Source: an optimization exercise on an open RTL-to-GDS flow (aim: small area and a short achievable clock period). Production flows keep margins and buffers that such runs may drop.
Function was checked by simulation only, so behaviour that the tests miss may differ from the original.
Power is estimated from default activity; no workload was simulated.

[flow/design.v]
`timescale 1ns / 1ps
module Cordic_Machine(clock_pulse, reset, x_input, y_input, z_input, x_output, y_output, z_output, flag);
	input clock_pulse;
	input reset;  
	input signed [24:0] x_input;
	input signed [24:0] y_input;
	input signed [24:0] z_input;
	output signed [24:0] x_output;
	output signed [24:0] y_output;
	output signed [24:0] z_output;
	output flag;
	reg signed [24:0] x, y, z;
	reg [4:0] k, kyn;
	wire [4:0] kx = k;
	wire [4:0] ky = ~kyn;
	reg load;  
	wire [31:0] kdec = 32'd1 << k;
	wire [24:0] atan;
	assign atan[0] = |(kdec & 32'h000a2ff0);
	assign atan[1] = |(kdec & 32'h00051794);
	assign atan[2] = |(kdec & 32'h00028bec);
	assign atan[3] = |(kdec & 32'h000145c4);
	assign atan[4] = |(kdec & 32'h0000a2e0);
	assign atan[5] = |(kdec & 32'h00005160);
	assign atan[6] = |(kdec & 32'h000028bc);
	assign atan[7] = |(kdec & 32'h00001454);
	assign atan[8] = |(kdec & 32'h00000a22);
	assign atan[9] = |(kdec & 32'h00000514);
	assign atan[10] = |(kdec & 32'h0000028c);
	assign atan[11] = |(kdec & 32'h00000146);
	assign atan[12] = |(kdec & 32'h000000a6);
	assign atan[13] = |(kdec & 32'h00000056);
	assign atan[14] = |(kdec & 32'h0000002c);
	assign atan[15] = |(kdec & 32'h00000012);
	assign atan[16] = |(kdec & 32'h00000008);
	assign atan[17] = |(kdec & 32'h00000004);
	assign atan[18] = |(kdec & 32'h00000002);
	assign atan[19] = |(kdec & 32'h00000001);
	assign atan[20] = 1'b0;
	assign atan[21] = 1'b0;
	assign atan[22] = 1'b0;
	assign atan[23] = 1'b0;
	assign atan[24] = 1'b0;
	reg cx, cy;    
	reg czn;       
	wire [24:0] xi = x ^ {25{cx}};
	wire [24:0] yi = y ^ {25{cy}};
	wire fx = cx ^ (x[24] & ~load);
	wire fy = cy ^ (y[24] & ~load);
	wire signed [25:0] xe = {fx, xi};
	wire signed [25:0] ye = {fy, yi};
	wire signed [25:0] xsh = xe >>> kx;
	wire signed [25:0] ysh = ye >>> ky;
	wire [24:0] xa = load ? x_input : x;
	wire [24:0] ya = load ? y_input : y;
	wire [24:0] za = load ? z_input : z;
	wire [24:0] xn, yn, zn;
	bk_add25 ax (.a(xa), .b(ysh[24:0]), .ci(cy), .s(xn));
	bk_add25 ay (.a(ya), .b(xsh[24:0]), .ci(cx), .s(yn));
	bk_add25 az (.a(za), .b(atan ^ {25{~czn}}), .ci(~czn), .s(zn));
	always @(posedge clock_pulse) begin
		if (reset) begin
			k <= 5'd31;
			kyn <= 5'd0;
			load <= 1'b1;
			cx <= 1'b0;
			cy <= 1'b0;
			czn <= 1'b1;
		end else begin
			cx <= zn[24] & (k != 5'd20);
			cy <= ~zn[24] & (k != 5'd20);
			czn <= zn[24] | (k == 5'd20);
			k <= (k == 5'd20) ? 5'd31 : k + 5'd1;
			kyn <= (kyn == 5'd11) ? 5'd0 : kyn - 5'd1;
			load <= (k == 5'd20);
		end
		x <= xn;
		y <= yn;
		z <= zn;
	end
	assign flag = (k == 5'd20);
	assign x_output = x;
	assign y_output = y;
	assign z_output = z;
endmodule
module bk_add25(a, b, ci, s);
	input [24:0] a, b;
	input ci;
	output [24:0] s;
	wire [25:0] g0 = {a & b, ci};
	wire [25:0] p0 = {a ^ b, 1'b0};
	wire g_0_1 = g0[1] | (p0[1] & g0[0]);
	wire p_0_1 = p0[1] & p0[0];
	wire g_0_3 = g0[3] | (p0[3] & g0[2]);
	wire p_0_3 = p0[3] & p0[2];
	wire g_0_5 = g0[5] | (p0[5] & g0[4]);
	wire p_0_5 = p0[5] & p0[4];
	wire g_0_7 = g0[7] | (p0[7] & g0[6]);
	wire p_0_7 = p0[7] & p0[6];
	wire g_0_9 = g0[9] | (p0[9] & g0[8]);
	wire p_0_9 = p0[9] & p0[8];
	wire g_0_11 = g0[11] | (p0[11] & g0[10]);
	wire p_0_11 = p0[11] & p0[10];
	wire g_0_13 = g0[13] | (p0[13] & g0[12]);
	wire p_0_13 = p0[13] & p0[12];
	wire g_0_15 = g0[15] | (p0[15] & g0[14]);
	wire p_0_15 = p0[15] & p0[14];
	wire g_0_17 = g0[17] | (p0[17] & g0[16]);
	wire p_0_17 = p0[17] & p0[16];
	wire g_0_19 = g0[19] | (p0[19] & g0[18]);
	wire p_0_19 = p0[19] & p0[18];
	wire g_0_21 = g0[21] | (p0[21] & g0[20]);
	wire p_0_21 = p0[21] & p0[20];
	wire g_0_23 = g0[23] | (p0[23] & g0[22]);
	wire p_0_23 = p0[23] & p0[22];
	wire g_0_25 = g0[25] | (p0[25] & g0[24]);
	wire p_0_25 = p0[25] & p0[24];
	wire g_1_2 = g0[2] | (p0[2] & g_0_1);
	wire p_1_2 = p0[2] & p_0_1;
	wire g_1_3 = g_0_3 | (p_0_3 & g_0_1);
	wire p_1_3 = p_0_3 & p_0_1;
	wire g_1_6 = g0[6] | (p0[6] & g_0_5);
	wire p_1_6 = p0[6] & p_0_5;
	wire g_1_7 = g_0_7 | (p_0_7 & g_0_5);
	wire p_1_7 = p_0_7 & p_0_5;
	wire g_1_10 = g0[10] | (p0[10] & g_0_9);
	wire p_1_10 = p0[10] & p_0_9;
	wire g_1_11 = g_0_11 | (p_0_11 & g_0_9);
	wire p_1_11 = p_0_11 & p_0_9;
	wire g_1_14 = g0[14] | (p0[14] & g_0_13);
	wire p_1_14 = p0[14] & p_0_13;
	wire g_1_15 = g_0_15 | (p_0_15 & g_0_13);
	wire p_1_15 = p_0_15 & p_0_13;
	wire g_1_18 = g0[18] | (p0[18] & g_0_17);
	wire p_1_18 = p0[18] & p_0_17;
	wire g_1_19 = g_0_19 | (p_0_19 & g_0_17);
	wire p_1_19 = p_0_19 & p_0_17;
	wire g_1_22 = g0[22] | (p0[22] & g_0_21);
	wire p_1_22 = p0[22] & p_0_21;
	wire g_1_23 = g_0_23 | (p_0_23 & g_0_21);
	wire p_1_23 = p_0_23 & p_0_21;
	wire g_2_4 = g0[4] | (p0[4] & g_1_3);
	wire p_2_4 = p0[4] & p_1_3;
	wire g_2_5 = g_0_5 | (p_0_5 & g_1_3);
	wire p_2_5 = p_0_5 & p_1_3;
	wire g_2_6 = g_1_6 | (p_1_6 & g_1_3);
	wire p_2_6 = p_1_6 & p_1_3;
	wire g_2_7 = g_1_7 | (p_1_7 & g_1_3);
	wire p_2_7 = p_1_7 & p_1_3;
	wire g_2_12 = g0[12] | (p0[12] & g_1_11);
	wire p_2_12 = p0[12] & p_1_11;
	wire g_2_13 = g_0_13 | (p_0_13 & g_1_11);
	wire p_2_13 = p_0_13 & p_1_11;
	wire g_2_14 = g_1_14 | (p_1_14 & g_1_11);
	wire p_2_14 = p_1_14 & p_1_11;
	wire g_2_15 = g_1_15 | (p_1_15 & g_1_11);
	wire p_2_15 = p_1_15 & p_1_11;
	wire g_2_20 = g0[20] | (p0[20] & g_1_19);
	wire p_2_20 = p0[20] & p_1_19;
	wire g_2_21 = g_0_21 | (p_0_21 & g_1_19);
	wire p_2_21 = p_0_21 & p_1_19;
	wire g_2_22 = g_1_22 | (p_1_22 & g_1_19);
	wire p_2_22 = p_1_22 & p_1_19;
	wire g_2_23 = g_1_23 | (p_1_23 & g_1_19);
	wire p_2_23 = p_1_23 & p_1_19;
	wire g_3_8 = g0[8] | (p0[8] & g_2_7);
	wire p_3_8 = p0[8] & p_2_7;
	wire g_3_9 = g_0_9 | (p_0_9 & g_2_7);
	wire p_3_9 = p_0_9 & p_2_7;
	wire g_3_10 = g_1_10 | (p_1_10 & g_2_7);
	wire p_3_10 = p_1_10 & p_2_7;
	wire g_3_11 = g_1_11 | (p_1_11 & g_2_7);
	wire p_3_11 = p_1_11 & p_2_7;
	wire g_3_12 = g_2_12 | (p_2_12 & g_2_7);
	wire p_3_12 = p_2_12 & p_2_7;
	wire g_3_13 = g_2_13 | (p_2_13 & g_2_7);
	wire p_3_13 = p_2_13 & p_2_7;
	wire g_3_14 = g_2_14 | (p_2_14 & g_2_7);
	wire p_3_14 = p_2_14 & p_2_7;
	wire g_3_15 = g_2_15 | (p_2_15 & g_2_7);
	wire p_3_15 = p_2_15 & p_2_7;
	wire g_3_24 = g0[24] | (p0[24] & g_2_23);
	wire p_3_24 = p0[24] & p_2_23;
	wire g_3_25 = g_0_25 | (p_0_25 & g_2_23);
	wire p_3_25 = p_0_25 & p_2_23;
	wire g_4_16 = g0[16] | (p0[16] & g_3_15);
	wire p_4_16 = p0[16] & p_3_15;
	wire g_4_17 = g_0_17 | (p_0_17 & g_3_15);
	wire p_4_17 = p_0_17 & p_3_15;
	wire g_4_18 = g_1_18 | (p_1_18 & g_3_15);
	wire p_4_18 = p_1_18 & p_3_15;
	wire g_4_19 = g_1_19 | (p_1_19 & g_3_15);
	wire p_4_19 = p_1_19 & p_3_15;
	wire g_4_20 = g_2_20 | (p_2_20 & g_3_15);
	wire p_4_20 = p_2_20 & p_3_15;
	wire g_4_21 = g_2_21 | (p_2_21 & g_3_15);
	wire p_4_21 = p_2_21 & p_3_15;
	wire g_4_22 = g_2_22 | (p_2_22 & g_3_15);
	wire p_4_22 = p_2_22 & p_3_15;
	wire g_4_23 = g_2_23 | (p_2_23 & g_3_15);
	wire p_4_23 = p_2_23 & p_3_15;
	wire g_4_24 = g_3_24 | (p_3_24 & g_3_15);
	wire p_4_24 = p_3_24 & p_3_15;
	wire g_4_25 = g_3_25 | (p_3_25 & g_3_15);
	wire p_4_25 = p_3_25 & p_3_15;
	assign s = p0[25:1] ^ {g_4_24, g_4_23, g_4_22, g_4_21, g_4_20, g_4_19, g_4_18, g_4_17, g_4_16, g_3_15, g_3_14, g_3_13, g_3_12, g_3_11, g_3_10, g_3_9, g_3_8, g_2_7, g_2_6, g_2_5, g_2_4, g_1_3, g_1_2, g_0_1, g0[0]};
endmodule
[flow/flow/run.sh]
#!/bin/bash
# The standard layout (standard.sh: the standard synthesis, then the ORFS
# flow to the routed layout), with two changes passed to ORFS:
#  - the port buffers are the smallest buffer cell, buf_1, instead of the
#    cell buffer_ports picks by default (clkdlybuf4s50_1);
#  - clock tree synthesis builds the tree from clkbuf_4/clkbuf_8 and adds no
#    dummy loads.
# ORFS writes each step's full log under orfs/logs/; make's own output goes
# to standard.log here.
export BUFFER_PORTS_ARGS="-buffer_cell sky130_fd_sc_hd__buf_1"
export CTS_ARGS="-sink_clustering_enable -repair_clock_nets -buf_list {sky130_fd_sc_hd__clkbuf_4 sky130_fd_sc_hd__clkbuf_8} -dont_use_dummy_load"
bash standard.sh > standard.log 2>&1
[flow/standard.sh]
#!/bin/bash
# synth_recipe.tcl (not shown) runs the flow's synth.tcl, then flattens the netlist and writes it again
# the make line also repeats each setting of config.mk as NAME=value (left out here)
make -C /OpenROAD-flow-scripts/flow DESIGN_CONFIG=/design/flow/config.mk WORK_HOME=/design/flow/orfs CLKGATE_MAP_FILE= SYNTH_SCRIPT=/design/flow/synth_recipe.tcl "${@:-finish}"
[flow/config.mk]
export PLATFORM = sky130hd
export DESIGN_NAME = Cordic_Machine
export DESIGN_NICKNAME = Cordic_Machine
export VERILOG_FILES = /design/flow/design.v
export SDC_FILE = /design/flow/constraint.sdc
export NUM_CORES = 4
export LEC_CHECK = 0
export CAP_MARGIN = 20
export CORE_MARGIN = 2
export CORE_UTILIZATION = 60
export SETUP_SLACK_MARGIN = 1.8
export SLEW_MARGIN = 20
[flow/constraint.sdc]
create_clock -name core_clock -period 6.0 [get_ports {clock_pulse}]
set_input_delay 1.2000 -clock core_clock [delete_from_list [all_inputs] [get_ports {clock_pulse}]]
set_output_delay 1.2000 -clock core_clock [all_outputs]
set_load 0.01 [all_outputs]
==> results of run 1 <==
## per-layer routing
| metal | track usage [%] | vias up |
|---|---|---|
| met5 | 0 | - |
| met3 | 2.829 | 22 |
| li1 | - | 4233 |
| met2 | 45.49 | 266 |
| met1 | 43.08 | 3888 |
| met4 | 6.946 | 0 |
## logic make-up (layout without fill, tap and decap cells)
logic type      count (synthesis)  in the layout  synth area share, %
flops                          89             89                18.61
compound gates                253            253                16.24
xor+xnor                      148            148                13.54
buf+inv                       111            230                4.652
mux                           165            165                21.06
simple gates                  268            268                13.12
fa+ha+maj                      90             90                12.78
## cell usage in the layout (no fill, tap or decap), types with 8 or more instances in the layout
cell,synthesis,final
mux2_2,71,71
a31oi_1,16,16
nand2b_1,8,8
xnor2_1,100,100
a21oi_1,97,95
nor3_1,9,9
buf_4,0,20
and2_1,8,8
nor2_1,79,79
nor2b_1,15,15
xor2_1,48,47
mux4_2,22,22
clkbuf_8,0,10
buf_1,10,152
mux2i_1,71,68
o21bai_1,8,8
a211oi_1,18,17
fa_1,13,13
dfxtp_1,89,82
ha_1,77,75
nand3_1,12,12
a21o_1,23,23
nand2_1,109,109
inv_1,40,40
o21ai_0,53,51
## synthesized netlist by cell type (2+ instances only)
cell,count,share of area (%)
and3_1,3,0.20
nor2_1,79,3.1
or4_1,2,0.16
o21a_1,4,0.31
inv_1,40,1.6
or3_1,4,0.26
clkbuf_1,41,1.6
a41o_1,3,0.31
o22ai_1,2,0.13
a22oi_1,2,0.16
a31oi_1,16,1.0
o31ai_1,2,0.16
fa_1,13,2.7
o21ai_0,53,2.8
a21oi_1,97,5.1
o21bai_1,8,0.63
mux2i_1,71,7.4
buf_2,17,0.89
a211oi_1,18,1.4
nor2b_1,15,0.98
nand3_1,12,0.63
buf_1,10,0.39
mux4_2,22,5.2
o31a_1,2,0.18
nand2_1,109,4.3
and2_1,8,0.52
and4_1,3,0.27
dfxtp_1,89,19
o211ai_1,7,0.55
a21o_1,23,1.8
nor4_1,5,0.33
nand4_1,4,0.26
nor4_4,2,0.44
xor2_1,48,4.4
mux2_2,71,8.3
a311oi_1,3,0.27
xnor2_1,100,9.1
nand2b_1,8,0.52
ha_1,77,10
nor3_1,9,0.47
## worst reg2reg max path: stages (launching register included)
cell and delay (ns):
dfxtp_4 0.44, buf_4 0.22, mux2i_1 0.25, xor2_1 0.23, inv_1 0.07, mux4_2 0.48
mux4_2 0.56, ha_1 0.32, o21ai_0 0.11, o21ai_0 0.22, nand3_1 0.15, a21oi_2 0.20
o21a_1 0.21, a41o_1 0.23, a21oi_1 0.09, xnor2_1 0.12
## sequential cells by signal (all words and copies together), names as in the netlist
register	count
czn	1
cy	1
load	1
z	25
x	25
k	5
cx	1
y	25
kyn	5
## path summary, 6_finish.rpt
check                          from                end
hold / removal    kyn[4]$_SDFF_PP0_  kyn[4]$_SDFF_PP0_
setup reg to reg  kyn[0]$_SDFF_PP0_      x[24]$_DFF_P_
setup / recovery  kyn[0]$_SDFF_PP0_      x[24]$_DFF_P_
hold reg to reg   kyn[4]$_SDFF_PP0_  kyn[4]$_SDFF_PP0_
## repair_timing
action / 4_1_cts / 5_1_grt
gates resized for setup: 6 / 19
pin swaps: 0 / 3
setup buffers: 1 / 13
setup endpoints to repair: 39 / 35
## metrics by stage
stage / instances / setup slack [ns]
finish: 1459 / 1.954
global route: 1459 / 1.738
CTS: 1446 / 1.779
detailed placement: 1436 / 1.294
global placement: 1436 / 1.381
floorplan: 1124 / 2.169
## cell type report
| type | instances | area [um2] | share of cell area (%) |
|---|---|---|---|
| multi-input cells | 924 | 7391 | 69.75 |
| flip-flops and latches | 89 | 1805 | 17.04 |
| repair buffers | 179 | 847.1 | 7.994 |
| well taps | 216 | 270.3 | 2.550 |
| inverters | 42 | 158.9 | 1.500 |
| clock buffers | 9 | 123.9 | 1.169 |
## power groups by stage
stage | clock (uW) | combinational (uW) | sequential, uW
floorplan | 0 | 4260 | 1330
finish | 350 | 5570 | 1440
detailed placement | 0 | 5400 | 1450
CTS | 354 | 5440 | 1440
global placement | 0 | 5360 | 1450
global route | 374 | 6220 | 1480
==> qor.csv, run 1 <==
metric,value,unit
clk_pin_slew,0.09,ns
worstSetupPathType,register to register,
grt_pass1_wl,38220,um
holdPathStages,2,
r2r_cells,15,
yosys_warnings,1,
fmax,247.2,MHz
drive_gt1_share,12.47,%
synth.net_count,1291,
power_density,695.1,nW/um2
power,7365,uW
p_sw,3765,uW
synth_area,9575,um2
fin_tns_setup,0,ns
cts.sinks,89,
slew_viol_final,0,
synth_cell_type_count,62,
grt.overflow.total,0,
m1WireLength,12250,um
pin_count,153,
num_rows,46,
cp-end-kind,register,
grt_pass1_vias,7305,
htree_levels,3,
postRouteAntennaNets,0,
finClkSkew,0.04206,ns
path_cells,buf_4 -> mux2i_1 -> xor2_1 -> inv_1 -> mux4_2 -> mux4_2 -> ha_1 -> o21ai_0 -> o21ai_0 -> nand3_1 -> a21oi_2 -> o21a_1 -> a41o_1 -> a21oi_1 -> xnor2_1,
p_leak,0.004438,uW
clock-root-buffer,clkbuf_8,
initial_utilization,60.94,%
synthArstFlopShare,0,%
place_hpwl,19380,um
fin_hold_ws,0.5568,ns
cp_max_fo,10,
grt_max_degree,47,
wire_per_inst,17.34,um
vias_per_cell,5.764,
path_buf_inv,2,
cpPeakStageDelay,0.56,ns
nFillCells,1415,
hold_path_class,register to register,
globalplace.congestion,0.9325,
timing.final.hold_violations,0,
sw_frac_of_total,51.11,%
syn_avg_cell_area,8.519,um2
clk_latency,0.41,ns
cts_tree,done,
cts.path.max_buffers,2,
core,15710,um2
relSlewSlack,45.30,%
pwr-share-seq,19.6,%
intPower,3601,uW
met3_length,1323,um
antenna_found_initial,0,
setup_viol,0,
fin_area,10600,um2
diodes,0,
crit_slowest_cell,mux4_2,
status,no timing/DRC/antenna violations,
layout-area-overhead-vs-synth,10.66,%
numCtsBuffers,9,
syn_inst,1124,
start_kind,register,
clock_power_share,4.8,%
ff2ff_setup_slack,1.95,ns
portBuffers,152,
track_usage,29.00,%
first_iter_violations,604,
ys_seq_elements,89,
ir_worst_vdd,0.0004086,V
ys_seq_area_share,18.61,%
final_core_util,67.44,%
arrival,4.29,ns
cp_top_family,multiplexers,
nets,1412,
p_comb_share,75.7,%
grt_setup_unrepaired,true,
die_y,130.3,um
wl,25300,um
ys.flop_type,dfxtp_1,
place_area,10230,um2
top_layer,met4,
synth_edf_count,0,
holdBufCountCts,0,
drc,0,
dieArea,16990,um2
wl_met2,11360,um
fin_crit_sh,67.43,%
cp.depth,15,
first_pass_iters,7,
drv_cap,0,
cp_data_required_time,6.25,ns
vias,8409,
period_minus_slack,4.046,ns
die_x,130.3,um
worstMarginPinSlew,0.8175,ns
==> inputs of run 2 (changes only) <==
--- a/flow/config.mk
+++ b/flow/config.mk
@@ -8,5 +8,5 @@
 export CAP_MARGIN = 20
 export CORE_MARGIN = 2
-export CORE_UTILIZATION = 60
+export CORE_UTILIZATION = 55
 export SETUP_SLACK_MARGIN = 1.8
 export SLEW_MARGIN = 20
==> qor.csv, run 2 <==
metric,value,unit,change
status,no timing/DRC/antenna violations,,unchanged
portBuffers,152,,unchanged
clk_pin_slew,0.08,ns,was 0.09 ns
met3_length,1399,um,was 1323 um
fin_tns_setup,0,ns,unchanged
synth_area,9575,um2,unchanged
synth_area_leaders,"dfxtp_1 19%, ha_1 10%, xnor2_1 9.1%",,unchanged
die_y,135.9,um,was 130.3 um
syn_avg_cell_area,8.519,um2,unchanged
htree_levels,3,,unchanged
yosysMostFrequentCell,nand2_1,,unchanged
cts.sinks,89,,unchanged
yosysTopAreaCell,dfxtp_1,,unchanged
final_cell_mix,"152 x buf_1, 109 x nand2_1, 100 x xnor2_1",,unchanged
grt.overflow.total,0,,unchanged
track_usage,27.71,%,was 29.00%
grt_pass1_vias,7504,,was 7305
grt_setup_unrepaired,false,,was true
crit_slowest_cell,mux4_2,,unchanged
synth.net_count,1291,,unchanged
cpPeakStageDelay,0.55,ns,was 0.56 ns
vias_per_cell,5.794,,was 5.764
drv_cap,0,,unchanged
setup_ws,2.006,ns,was 1.954 ns
worstSetupPathType,register to register,,unchanged
worstMarginPinSlew,1.066,ns,was 0.8175 ns
ys_seq_elements,89,,unchanged
layout.cells.non_filler,1468,,was 1459
first_iter_violations,587,,was 604
vias,8506,,was 8409
setup_viol,0,,unchanged
drive_gt1_share,13.35,%,was 12.47%
cp_top_family,compound AO/OA/AOI/OAI gates,,was multiplexers
dp_cells,1442,,was 1436
cp_data_required_time,6.30,ns,was 6.25 ns
synth_cell_type_count,62,,unchanged
nets,1412,,unchanged
synth_edf_count,0,,unchanged
num_rows,48,,was 46
layout-area-overhead-vs-synth,11.54,%,was 10.66%
start_kind,register,,unchanged
ir_worst_vdd,0.0003696,V,was 0.0004086 V
initial_utilization,55.75,%,was 60.94%
pre_cts_slack,1.467,ns,was 1.294 ns
holdBufCountCts,0,,unchanged
dieArea,18480,um2,was 16990 um2
pin_count,153,,unchanged
p_leak,0.004432,uW,was 0.004438 uW
die_x,135.9,um,was 130.3 um
wl,26240,um,was 25300 um
yosys_warnings,1,,unchanged
cp_max_fo,17,,was 10
drc,0,,unchanged
postRouteAntennaNets,0,,unchanged
cts_tree,done,,unchanged
slew_viol_final,0,,unchanged
numCtsBuffers,9,,unchanged
place_hpwl,20100,um,was 19380 um
period_minus_slack,3.994,ns,was 4.046 ns
ys_seq_area_share,18.61,%,unchanged
grt_pass1_wl,39740,um,was 38220 um
antenna_found_initial,0,,unchanged
hold_path_class,register to register,,unchanged
path_buf_inv,1,,was 2
arrival,4.30,ns,was 4.29 ns
power_density,694.5,nW/um2,was 695.1 nW/um2
synth_commonest_cells,"109 x nand2_1, 100 x xnor2_1, 97 x a21oi_1, 89 x dfxtp_1, 79 x nor2_1",,unchanged
grt_max_degree,47,,unchanged
clock-root-buffer,clkbuf_8,,unchanged
synthArstFlopShare,0,%,unchanged
clk_latency,0.39,ns,was 0.41 ns
m1WireLength,13010,um,was 12250 um
wl_met2,11320,um,was 11360 um
core,17180,um2,was 15710 um2
fin_crit_sh,66.57,%,was 67.43%
synth_top_area_share,18.61,%,unchanged
first_pass_iters,5,,was 7
finClkSkew,0.03068,ns,was 0.04206 ns
cts.path.max_buffers,2,,unchanged
ys.flop_type,dfxtp_1,,unchanged
biggestRegsByFlops,"x (25), y (25), z (25)",,unchanged
path_cells,buf_12 -> mux4_2 -> xnor2_1 -> mux2i_1 -> mux4_2 -> ha_1 -> a21oi_2 -> o21ai_0 -> a31oi_1 -> a21oi_2 -> o21a_1 -> a41o_1 -> a21oi_1 -> xnor2_1,,was buf_4 -> mux2i_1 -> xor2_1 -> inv_1 -> mux4_2 -> mux4_2 -> ha_1 -> o21ai_0 -> o21ai_0 -> nand3_1 -> a21oi_2 -> o21a_1 -> a41o_1 -> a21oi_1 -> xnor2_1
syn_inst,1124,,unchanged
top_layer,met4,,unchanged
fmax,250.4,MHz,was 247.2 MHz
cp-end-kind,register,,unchanged
globalplace.congestion,0.9214,,was 0.9325
final_common_cell,buf_1,,unchanged
timing.final.hold_violations,0,,unchanged
relSlewSlack,28.87,%,was 45.30%
diodes,0,,unchanged
wire_per_inst,17.87,um,was 17.34 um
[run 2: cell types whose count changed in the layout (fill, tap and decap cells not counted), sizes merged]
cell      previous run  this run
inv                 41        40
clkinvlp             0         3
clkinv               1         0
buf                178       177
[run 2: what timing repair did]
| action | in CTS | in global routing |
|---|---|---|
| cloned | 0 | 2 |
| pin swaps | 0 | 1 |
| hold endpoints to repair | 0 | 0 |
| resized for setup | 7 | 33 |
| endpoints found under the setup margin | 26 | 38 |
| setup buffers | 3 | 12 |
[run 2: final cells by class]
type,count,area (um2)
Multi-Input combinational cell,924,7436
Fill cell,1632,6496
Inverter,42,167.7
Timing Repair inverter,1,5.005
Clock buffer,9,123.9
Timing Repair Buffer,178,867.1
Sequential cell,89,1799
Tap cell,225,281.5
[run 2: metrics by stage]
stage	total power, uW	util, %	hold slack, ns	area (um2)
finish	7418	62.18	0.6179	10680
global placement	6825	59.51	0.6071	10220
floorplan	5586	-	0.5186	9575
detailed placement	6881	59.51	0.6119	10220
CTS	7275	60.50	0.6272	10390
global route	8123	62.18	0.6765	10680
[run 2: path summary, 6_finish.rpt]
check	start	slack (ns)	cells after the start	endpoint
worst min-delay path	z[0]$_DFF_P_	0.62	2	z[0]$_DFF_P_
worst max-delay path	kyn[0]$_SDFF_PP0_	2.01	14	x[24]$_DFF_P_
worst min register to register	z[0]$_DFF_P_	0.62	2	z[0]$_DFF_P_
worst max register to register	kyn[0]$_SDFF_PP0_	2.01	14	x[24]$_DFF_P_
[run 2: metal layers]
metal | vias to the layer above | global-route usage [%]
met5 | - | 0
met4 | 0 | 8.160
met3 | 29 | 2.610
met2 | 287 | 41.08
met1 | 3949 | 42.35
li1 | 4241 | -
[run 2: worst register-to-register path, stage by stage (launching register included)]
cell and delay [ns]:
dfxtp_2 0.39, buf_12 0.19, mux4_2 0.53, xnor2_1 0.20, mux2i_1 0.15, mux4_2 0.55, ha_1 0.38, a21oi_2 0.18
o21ai_0 0.12, a31oi_1 0.28, a21oi_2 0.12, o21a_1 0.24, a41o_1 0.28, a21oi_1 0.18, xnor2_1 0.13
[run 2: cells by family (layout without fill, tap and decap cells)]
logic type	Yosys count	after routing	synth area share, %
XOR/XNOR	148	148	13.54
flip-flops	89	89	18.61
buffers and inverters	111	230	4.652
AO/OA/AOI/OAI	253	253	16.24
multiplexers	165	165	21.06
AND/OR/NAND/NOR	268	268	13.12
adder cells (fa/ha/maj)	90	90	12.78
[run 2: report_power, final]
group          switching, uW  internal (uW)
logic                   3100           2500
clock network            217            135
registers                486            978
total                   3800           3620
==> inputs of run 3 (changes only) <==
--- a/flow/config.mk
+++ b/flow/config.mk
@@ -9,4 +9,4 @@
 export CORE_MARGIN = 2
 export CORE_UTILIZATION = 55
-export SETUP_SLACK_MARGIN = 1.8
+export SETUP_SLACK_MARGIN = 1.9
 export SLEW_MARGIN = 20
==> qor.csv, run 3 <==
metric,value,unit,change
die_y,135.9,um,unchanged
fin_tns_setup,0,ns,unchanged
synthArstFlopShare,0,%,unchanged
p_leak,0.004463,uW,was 0.004432 uW
wl,26340,um,was 26240 um
grt_setup_unrepaired,true,,was false
yosys_warnings,1,,unchanged
clk_pin_slew,0.07,ns,was 0.08 ns
place_area,10220,um2,unchanged
timing.final.hold_violations,0,,unchanged
finClkSkew,0.02971,ns,was 0.03068 ns
cts.sinks,89,,unchanged
ys_seq_elements,89,,unchanged
holdPathStages,2,,unchanged
cp_top_family,compound AO/OA/AOI/OAI gates,,unchanged
cp_max_fo,17,,unchanged
nets,1415,,was 1412
grt_pass1_vias,7513,,was 7504
worstSetupPathType,register to register,,unchanged
portBuffers,152,,unchanged
start_kind,register,,unchanged
setup_viol,0,,unchanged
ir_worst_vdd,0.0003642,V,was 0.0003696 V
num_rows,48,,unchanged
layout-area-overhead-vs-synth,12.95,%,was 11.54%
syn_avg_cell_area,8.519,um2,unchanged
cpPeakStageDelay,0.53,ns,was 0.55 ns
final_cell_mix,"152 x buf_1, 109 x nand2_1, 97 x xnor2_1",,"was 152 x buf_1, 109 x nand2_1, 100 x xnor2_1"
path_cells,buf_12 -> mux2i_1 -> xor2_1 -> nor2_1 -> a211oi_1 -> a21oi_1 -> mux4_2 -> ha_1 -> nor4_1 -> nor3_2 -> nand3_1 -> a21oi_2 -> o21a_1 -> a41o_1 -> a21oi_2 -> xnor2_1,,was buf_12 -> mux4_2 -> xnor2_1 -> mux2i_1 -> mux4_2 -> ha_1 -> a21oi_2 -> o21ai_0 -> a31oi_1 -> a21oi_2 -> o21a_1 -> a41o_1 -> a21oi_1 -> xnor2_1
synth_area_leaders,"dfxtp_1 19%, ha_1 10%, xnor2_1 9.1%",,unchanged
hold_end,z[0]$_DFF_P_,,unchanged
synth_edf_count,0,,unchanged
cp_data_required_time,6.30,ns,about the same
synth_cell_type_count,62,,unchanged
ff2ff_setup_slack,2.09,ns,was 2.01 ns
track_usage,28.04,%,was 27.71%
fin_crit_sh,65.09,%,was 66.57%
biggestRegsByFlops,"x (25), y (25), z (25)",,unchanged
fmax,256.1,MHz,was 250.4 MHz
place_hpwl,20100,um,unchanged
hold_path_class,register to register,,unchanged
die_x,135.9,um,unchanged
cts.path.max_buffers,2,,unchanged
ys.flop_type,dfxtp_1,,unchanged
r2r_cells,16,,was 14
htree_levels,3,,unchanged
drive_gt1_share,15.17,%,was 13.35%
dieArea,18480,um2,unchanged
initial_utilization,55.75,%,unchanged
status,no timing/DRC/antenna violations,,unchanged
globalplace.congestion,0.9214,,unchanged
drv_cap,0,,unchanged
ys_seq_area_share,18.61,%,unchanged
crit_slowest_cell,mux4_2,,unchanged
fin_area,10820,um2,was 10680 um2
arrival,4.21,ns,was 4.30 ns
diodes,0,,unchanged
numCtsBuffers,9,,unchanged
synth_top_area_share,18.61,%,unchanged
pin_count,153,,unchanged
path_buf_inv,1,,unchanged
antenna_found_initial,0,,unchanged
first_iter_violations,520,,was 587
crit_top_cell,a21oi_2,,
relSlewSlack,28.01,%,was 28.87%
core,17180,um2,unchanged
holdBufCountCts,0,,unchanged
r2r_start,kyn[0]$_SDFF_PP0_,,unchanged
power_density,697.2,nW/um2,was 694.5 nW/um2
syn_inst,1124,,unchanged
final_common_cell,buf_1,,unchanged
worstMarginPinSlew,1.078,ns,was 1.066 ns
vias,8527,,was 8506
wire_per_inst,17.91,um,was 17.87 um
grt_max_degree,42,,was 47
synth.net_count,1291,,unchanged
postRouteAntennaNets,0,,unchanged
grt_pass1_wl,40070,um,was 39740 um
clk_latency,0.39,ns,about the same
cts_tree,done,,unchanged
worstReg2RegEnd,x[24]$_DFF_P_,,unchanged
min_from,z[0]$_DFF_P_,,unchanged
yosysTopAreaCell,dfxtp_1,,unchanged
vias_per_cell,5.797,,was 5.794
slew_viol_final,0,,unchanged
period_minus_slack,3.905,ns,was 3.994 ns
power,7540,uW,was 7418 uW
yosysMostFrequentCell,nand2_1,,unchanged
first_pass_iters,5,,unchanged
nFillCells,1609,,was 1632
clock-root-buffer,clkbuf_8,,unchanged
drc,0,,unchanged
cp-end-kind,register,,unchanged
grt.overflow.total,0,,unchanged
synth_commonest_cells,"109 x nand2_1, 100 x xnor2_1, 97 x a21oi_1, 89 x dfxtp_1, 79 x nor2_1",,unchanged
synth_area,9575,um2,unchanged
## run 3: how the worst max path moves through the flow
stage / start / to / slack (ns) / cells past startpoint
4_1_cts: k[1]$_SDFF_PP1_ / czn$_SDFF_PP1_ / 1.87 / 15
5_1_grt: k[0]$_SDFF_PP1_ / y[24]$_DFF_P_ / 1.88 / 16
2_1_floorplan: k[0]$_SDFF_PP1_ / z[18]$_DFF_P_ / 2.17 / 18
3_3_place_gp: k[0]$_SDFF_PP1_ / czn$_SDFF_PP1_ / 1.57 / 15
3_5_place_dp: k[0]$_SDFF_PP1_ / czn$_SDFF_PP1_ / 1.47 / 15
6_report: kyn[0]$_SDFF_PP0_ / x[24]$_DFF_P_ / 2.09 / 16
## run 3: cell type report
| type | count | area, um2 | share of cell area (%) |
|---|---|---|---|
| multi-input cells | 924 | 7569 | 69.98 |
| inverters | 42 | 167.7 | 1.550 |
| repair inverters | 1 | 5.005 | 0.04627 |
| flip-flops and latches | 89 | 1799 | 16.64 |
| clock buffers | 9 | 123.9 | 1.145 |
| repair buffers | 181 | 869.6 | 8.040 |
| well taps | 225 | 281.5 | 2.603 |
## run 3: report_power, final
part,internal (uW),total [uW],switching [uW]
clock,135,349,214
sequential,978,1490,509
combinational,2570,5700,3140
total,3680,7540,3860
## run 3: kinds of logic (layout without fill, tap and decap cells)
group,count (synthesis),in the layout,synth area share (%)
mux,165,165,21.06
fa+ha+maj,90,90,12.78
xor+xnor,148,148,13.54
compound gates,253,253,16.24
flops,89,89,18.61
buf+inv,111,233,4.652
simple gates,268,268,13.12
## run 3: worst reg2reg max path, stage by stage (launching register included)
cell,delay (ns)
dfxtp_2,0.38
buf_12,0.19
mux2i_1,0.25
xor2_1,0.27
nor2_1,0.07
a211oi_1,0.22
a21oi_1,0.10
mux4_2,0.53
ha_1,0.37
nor4_1,0.31
nor3_2,0.08
nand3_1,0.14
a21oi_2,0.09
o21a_1,0.24
a41o_1,0.30
a21oi_2,0.16
xnor2_1,0.12
## run 3: through the flow
step	util, %	hold WS [ns]	setup WS [ns]	instances
final	62.97	0.6148	2.095	1471
after global routing	62.97	0.6765	1.884	1471
after CTS	60.85	0.6272	1.868	1457
after detailed placement	59.51	0.6119	1.467	1442
after global placement	59.51	0.6071	1.574	1442
after floorplan	-	0.5186	2.169	1124
## run 3: timing repair
action                     CTS  global route
resized for setup           13            54
setup endpoints to repair   37            38
setup buffers                5            13
cloned                       1             1
pin swaps                    0             8
## run 3: metal layers
metal | vias to the layer above | GRT usage, % | part of all wire (%)
li1 | 4244 | - | -
met1 | 3974 | 42.73 | 49
met2 | 280 | 42.12 | 43
met3 | 29 | 3.095 | 5.6
met4 | 0 | 6.713 | 1.7
met5 | - | 0 | 0

-- what the ideal ports hide --
No port has a modelled driver above. Below, the same layouts with a new extraction and two added sets of constraints. Step 1, drivers: a clkbuf_16 drives clock_pulse and a buf_2 each remaining input, both assumed. Step 2, shift: input delay + t, output delay - t, t = (earliest + latest rising clock arrival at the registers) / 2. This alone moves slack from input paths to output paths. Three values: no drivers, after step 1, after step 2; two values: the first two.
run	shift t [ns]	setup WS [ns]	worst setup path at the end
run 1	0.426	1.954 / 1.954 / 1.954	register to register
run 2	0.415	2.006 / 2.006 / 2.006	register to register
run 3	0.416	2.095 / 2.095 / 2.095	register to register
After both steps every run listed still meets setup and hold.
